This design comes from an exercise in tuning for small area and a short achievable clock period on the open sky130 flow, not from production work.
Where RTL was checked, it was by simulation tests only, not by an equivalence proof against the original.

==> try-tundra <==
==> flow/design.v (excerpt) <==
module top(
    input logic clock, reset,
    input logic [9:0] inp,
    output logic [9:0] out
);
==> module fpu_s2, before the edit <==
module fpu_s2 (
    input  logic [15:0] a,
    input  logic [15:0] b,
    input  logic        op_mul,
    input  logic        op_sub,
    input  logic [14:0] sum,
    input  logic        gsel,
    input  logic [11:0] m0,
    input  logic [12:0] m1,
    input  logic        c8,
    input  logic        st,
    output logic [15:0] y
);
    logic sa, sb, sbx;
    logic [4:0] ea, eb, eg;
    logic a_e1, b_e1, a_nan, b_nan, a_inf, b_inf, a_0, b_0;
    logic sg;
    assign sa = a[15];
    assign sb = b[15];
    assign sbx = sb ^ op_sub;
    assign ea = a[14:10];
    assign eb = b[14:10];
    assign a_e1 = &ea;
    assign b_e1 = &eb;
    assign a_nan = a_e1 & (|a[9:0]);
    assign b_nan = b_e1 & (|b[9:0]);
    assign a_inf = a_e1 & ~(|a[9:0]);
    assign b_inf = b_e1 & ~(|b[9:0]);
    assign a_0 = ~(|ea);
    assign b_0 = ~(|eb);
    logic [3:0] nsh;
    logic [14:0] w;
    logic [5:0] exp_a;
    logic ru_a, ovf_a, unf_a, cancel;
    assign eg = gsel ? ea : eb;
    assign sg = gsel ? sa : sbx;
    always_comb begin
        nsh = 4'd12;
        for (int i = 2; i <= 14; i++)
            if (sum[i]) nsh = 4'(14 - i);
    end
    assign w = sum << nsh;
    assign exp_a = {1'b0, eg} + 6'd1 - {2'b00, nsh};
    assign ru_a = w[3] & (w[4] | w[2] | w[1] | w[0]);
    assign ovf_a = sum[14] & (eg == 5'd30);
    assign unf_a = {1'b0, nsh} > eg;
    assign cancel = sum == 15'd0;
    logic [13:0] prod;
    logic p21, rb, pn8, pn12, ru_m, carry_m, quirk, ovf_m, unf_m;
    logic [9:0] m;
    logic [4:0] e_m;
    add14 uprod(.x({2'b01, m0}), .y({1'b0, m1}), .ci(c8), .s(prod), .co());
    assign p21 = prod[13];
    assign m    = p21 ? prod[12:3] : prod[11:2];
    assign rb   = p21 ? prod[2] : prod[1];
    assign pn8  = p21 ? prod[1] : prod[0];
    assign pn12 = p21 ? prod[5] : prod[4];
    assign ru_m = rb & (pn8 | st | pn12);
    assign carry_m = ru_m & (&m);
    logic [5:0] xe;
    logic [4:0] e0, e1;
    assign xe = {1'b0, ea} + {1'b0, eb};
    assign e0 = 5'(xe - 6'd15);
    assign e1 = 5'(xe - 6'd14);
    assign quirk = carry_m & (p21 ? xe >= 6'd29 : xe >= 6'd30);
    assign ovf_m = ~quirk & (p21 ? xe >= 6'd45 : xe >= 6'd46);
    assign unf_m = p21 ? (xe < 6'd14) | ((xe == 6'd14) & ~carry_m)
                       : (xe < 6'd15) | ((xe == 6'd15) & ~carry_m);
    assign e_m = quirk ? 5'd14 : (p21 ? e1 : e0);
    logic [14:0] pre, r15;
    logic ru, sgn, ovf, unf;
    assign pre = op_mul ? {e_m, m} : {exp_a[4:0], w[13:4]};
    assign ru  = op_mul ? ru_m : ru_a;
    inc15 uinc(.x(pre), .ci(ru), .s(r15));
    assign sgn = op_mul ? sa ^ sb : sg;
    assign ovf = op_mul ? ovf_m : ovf_a;
    assign unf = op_mul ? unf_m : unf_a;
    always_comb begin
        if (a_nan || b_nan)                               y = 16'hFFFF;
        else if (!op_mul && a_inf && b_inf && sa != sbx)  y = 16'hFFFF;
        else if (!op_mul && a_inf)                        y = a;
        else if (!op_mul && b_inf)                        y = {sbx, b[14:0]};
        else if (op_mul && (a_inf || b_inf))              y = {sa ^ sb, 15'h7C00};
        else if (!op_mul && a_0 && b_0)                   y = 16'd0;
        else if (!op_mul && a_0)                          y = {sbx, b[14:0]};
        else if (op_mul && (a_0 || b_0))                  y = 16'd0;
        else if (!op_mul && b_0)                          y = {sa ^ op_sub, a[14:0]};
        else if (!op_mul && cancel)                       y = 16'd0;
        else if (ovf)                                     y = {sgn, 15'h7C00};
        else if (unf)                                     y = {sgn, 15'h0000};
        else                                              y = {sgn, r15};
    end
endmodule
==> flow/config.mk <==
export PLATFORM = sky130hd
export DESIGN_NAME = top
export DESIGN_NICKNAME = top
export VERILOG_FILES = /design/flow/design.v
export SDC_FILE = /design/flow/constraint.sdc
export NUM_CORES = 4
export LEC_CHECK = 0
export CAP_MARGIN = 20
export CORE_MARGIN = 2
export CORE_UTILIZATION = 60
export PLACE_DENSITY = 0.7
export SETUP_SLACK_MARGIN = 3.5
export SLEW_MARGIN = 20
export SYNTH_HIERARCHICAL = 1
export SYNTH_MINIMUM_KEEP_SIZE = 0
==> flow/constraint.sdc <==
create_clock -name core_clock -period 8.0 [get_ports {clock}]
set_input_delay 1.6000 -clock core_clock [delete_from_list [all_inputs] [get_ports {clock}]]
set_output_delay 1.6000 -clock core_clock [all_outputs]
set_load 0.01 [all_outputs]
run.sh (not shown) runs the stock make flow with config.mk's settings and CLKGATE_MAP_FILE= SYNTH_SCRIPT=/design/flow/synth_recipe.tcl, a recipe that flattens the netlist after the stock synthesis.
==> try-amber: changes against try-tundra <==
Settings changed: CORE_UTILIZATION 60 to 40, PLACE_DENSITY 0.7 to unset, SETUP_SLACK_MARGIN 3.5 to 3.75.
==> try-pepper: changes against try-tundra <==
--- a/flow/design.v
+++ b/flow/design.v
@@ -122,19 +122,24 @@
     assign ovf = op_mul ? ovf_m : ovf_a;
     assign unf = op_mul ? unf_m : unf_a;
-    always_comb begin
-        if (a_nan || b_nan)                               y = 16'hFFFF;
-        else if (!op_mul && a_inf && b_inf && sa != sbx)  y = 16'hFFFF;
-        else if (!op_mul && a_inf)                        y = a;
-        else if (!op_mul && b_inf)                        y = {sbx, b[14:0]};
-        else if (op_mul && (a_inf || b_inf))              y = {sa ^ sb, 15'h7C00};
-        else if (!op_mul && a_0 && b_0)                   y = 16'd0;
-        else if (!op_mul && a_0)                          y = {sbx, b[14:0]};
-        else if (op_mul && (a_0 || b_0))                  y = 16'd0;
-        else if (!op_mul && b_0)                          y = {sa ^ op_sub, a[14:0]};
-        else if (!op_mul && cancel)                       y = 16'd0;
-        else if (ovf)                                     y = {sgn, 15'h7C00};
-        else if (unf)                                     y = {sgn, 15'h0000};
-        else                                              y = {sgn, r15};
-    end
+    logic nan_r, inf_r, sel_a, sel_b, regular, sel_inf, sel_r, sgn_r;
+    logic [14:0] mag;
+    assign nan_r = a_nan | b_nan | (~op_mul & a_inf & b_inf & (sa ^ sbx));
+    assign inf_r = ~nan_r & (a_inf | b_inf);
+    assign sel_a = ~op_mul & ~a_0 & b_0 & ~nan_r & ~inf_r;
+    assign sel_b = ~op_mul & a_0 & ~b_0 & ~nan_r & ~inf_r;
+    assign regular = ~nan_r & ~inf_r & ~a_0 & ~b_0 & (op_mul | ~cancel);
+    assign sel_inf = inf_r | (regular & ovf);
+    assign sel_r = regular & ~ovf & ~unf;
+    assign mag = ({15{nan_r}} & 15'h7FFF)
+               | ({15{sel_inf}} & 15'h7C00)
+               | ({15{sel_a}} & a[14:0])
+               | ({15{sel_b}} & b[14:0])
+               | ({15{sel_r}} & r15);
+    assign sgn_r = nan_r
+                 | (inf_r & (op_mul ? sa ^ sb : (a_inf ? sa : sbx)))
+                 | (sel_a & (sa ^ op_sub))
+                 | (sel_b & sbx)
+                 | (regular & sgn);
+    assign y = {sgn_r, mag};
 endmodule
 module mul_tree (input logic [9:0] a, input logic [9:0] b, output logic [21:0] r0, output logic [21:0] r1);
Settings changed: CORE_UTILIZATION 60 to 40, PLACE_DENSITY 0.7 to unset, SETUP_SLACK_MARGIN 3.5 to 3.25.
==> reports/metrics.csv <==
metric,value,unit
status,timing/DRC/antenna clean,
n_all_buffers,79,
utilization,44.83,%
drive_gt1_share,18.32,%
die-area,0.03051,mm²
syn_area,0.01165,mm²
cp_slowest_cell,clkdlybuf4s50_1,
rows,62,
cpPeakStageDelay,0.54,ns
gp_congestion,0.8696,
syn_area_per_cell,9.631,µm²
clock_skew,0.01327,ns
(the above is from try-pepper)
==> reports/metrics.csv <==
metric,value,unit
status,timing/DRC/antenna clean,
n_all_buffers,119,
syn_area,0.01185,mm²
antenna-diode-count,0,
critical_path_buf_inv_count,2,
clock_skew,0.01722,ns
drive_gt1_share,22.72,%
syn2layout_area_growth,15.76,%
rows,63,
utilization,46.67,%
cpPeakStageDelay,0.51,ns
syn_area_per_cell,9.370,µm²
die-area,0.03103,mm²
(the above is from try-amber)
==> reports/metrics.csv <==
metric,value,unit
status,timing/DRC/antenna clean,
cts_resized,49,
rows,51,
drive_gt1_share,19.11,%
cts-root-buf,clkbuf_16,
utilization,67.40,%
cpPeakStageDelay,0.50,ns
n_all_buffers,102,
cp_slowest_cell,dfrtp_4,
die-area,0.02089,mm²
syn_area,0.01185,mm²
syn_area_per_cell,9.370,µm²
clock_skew,0.01472,ns
(the above is from try-tundra)
The RTL of try-pepper was laid out without a check of its function.

-- what the ideal ports hide --
Ports are ideal in the flow. The routed layouts listed here were re-timed in OpenROAD.
Step 1, drivers: a clkbuf_16 drives clock and a buf_2 each remaining input, both assumed.
Step 2 adds t to the input delays and takes it off the output delays; t is the mean of the earliest and latest rising clock arrival at the registers after step 1. Input paths then give back, and output paths get back, about the clock's delay inside the block.
Three values: ideal ports, drivers, drivers and shift; two values: the first two.
run | t (ns) | slack for setup (ns) | worst setup path after step 2 | latest minus earliest clock arrival (ns) | worst data-port slew with drivers (ns)
try-tundra | 0.391 | 3.557 / 3.557 / 3.334 | input to register | 0.015 / 0.015 | 0.03
try-amber | 0.398 | 3.730 / 3.730 / 3.504 | input to register | 0.018 / 0.018 | 0.03
try-pepper | 0.399 | 3.390 / 3.411 / 3.011 | input to register | 0.015 / 0.015 | 0.04
After both steps every run listed still meets setup and hold. For try-pepper, which loses most, drivers alone change the setup slack by +0.021 ns; drivers and shift together by -0.379 ns.
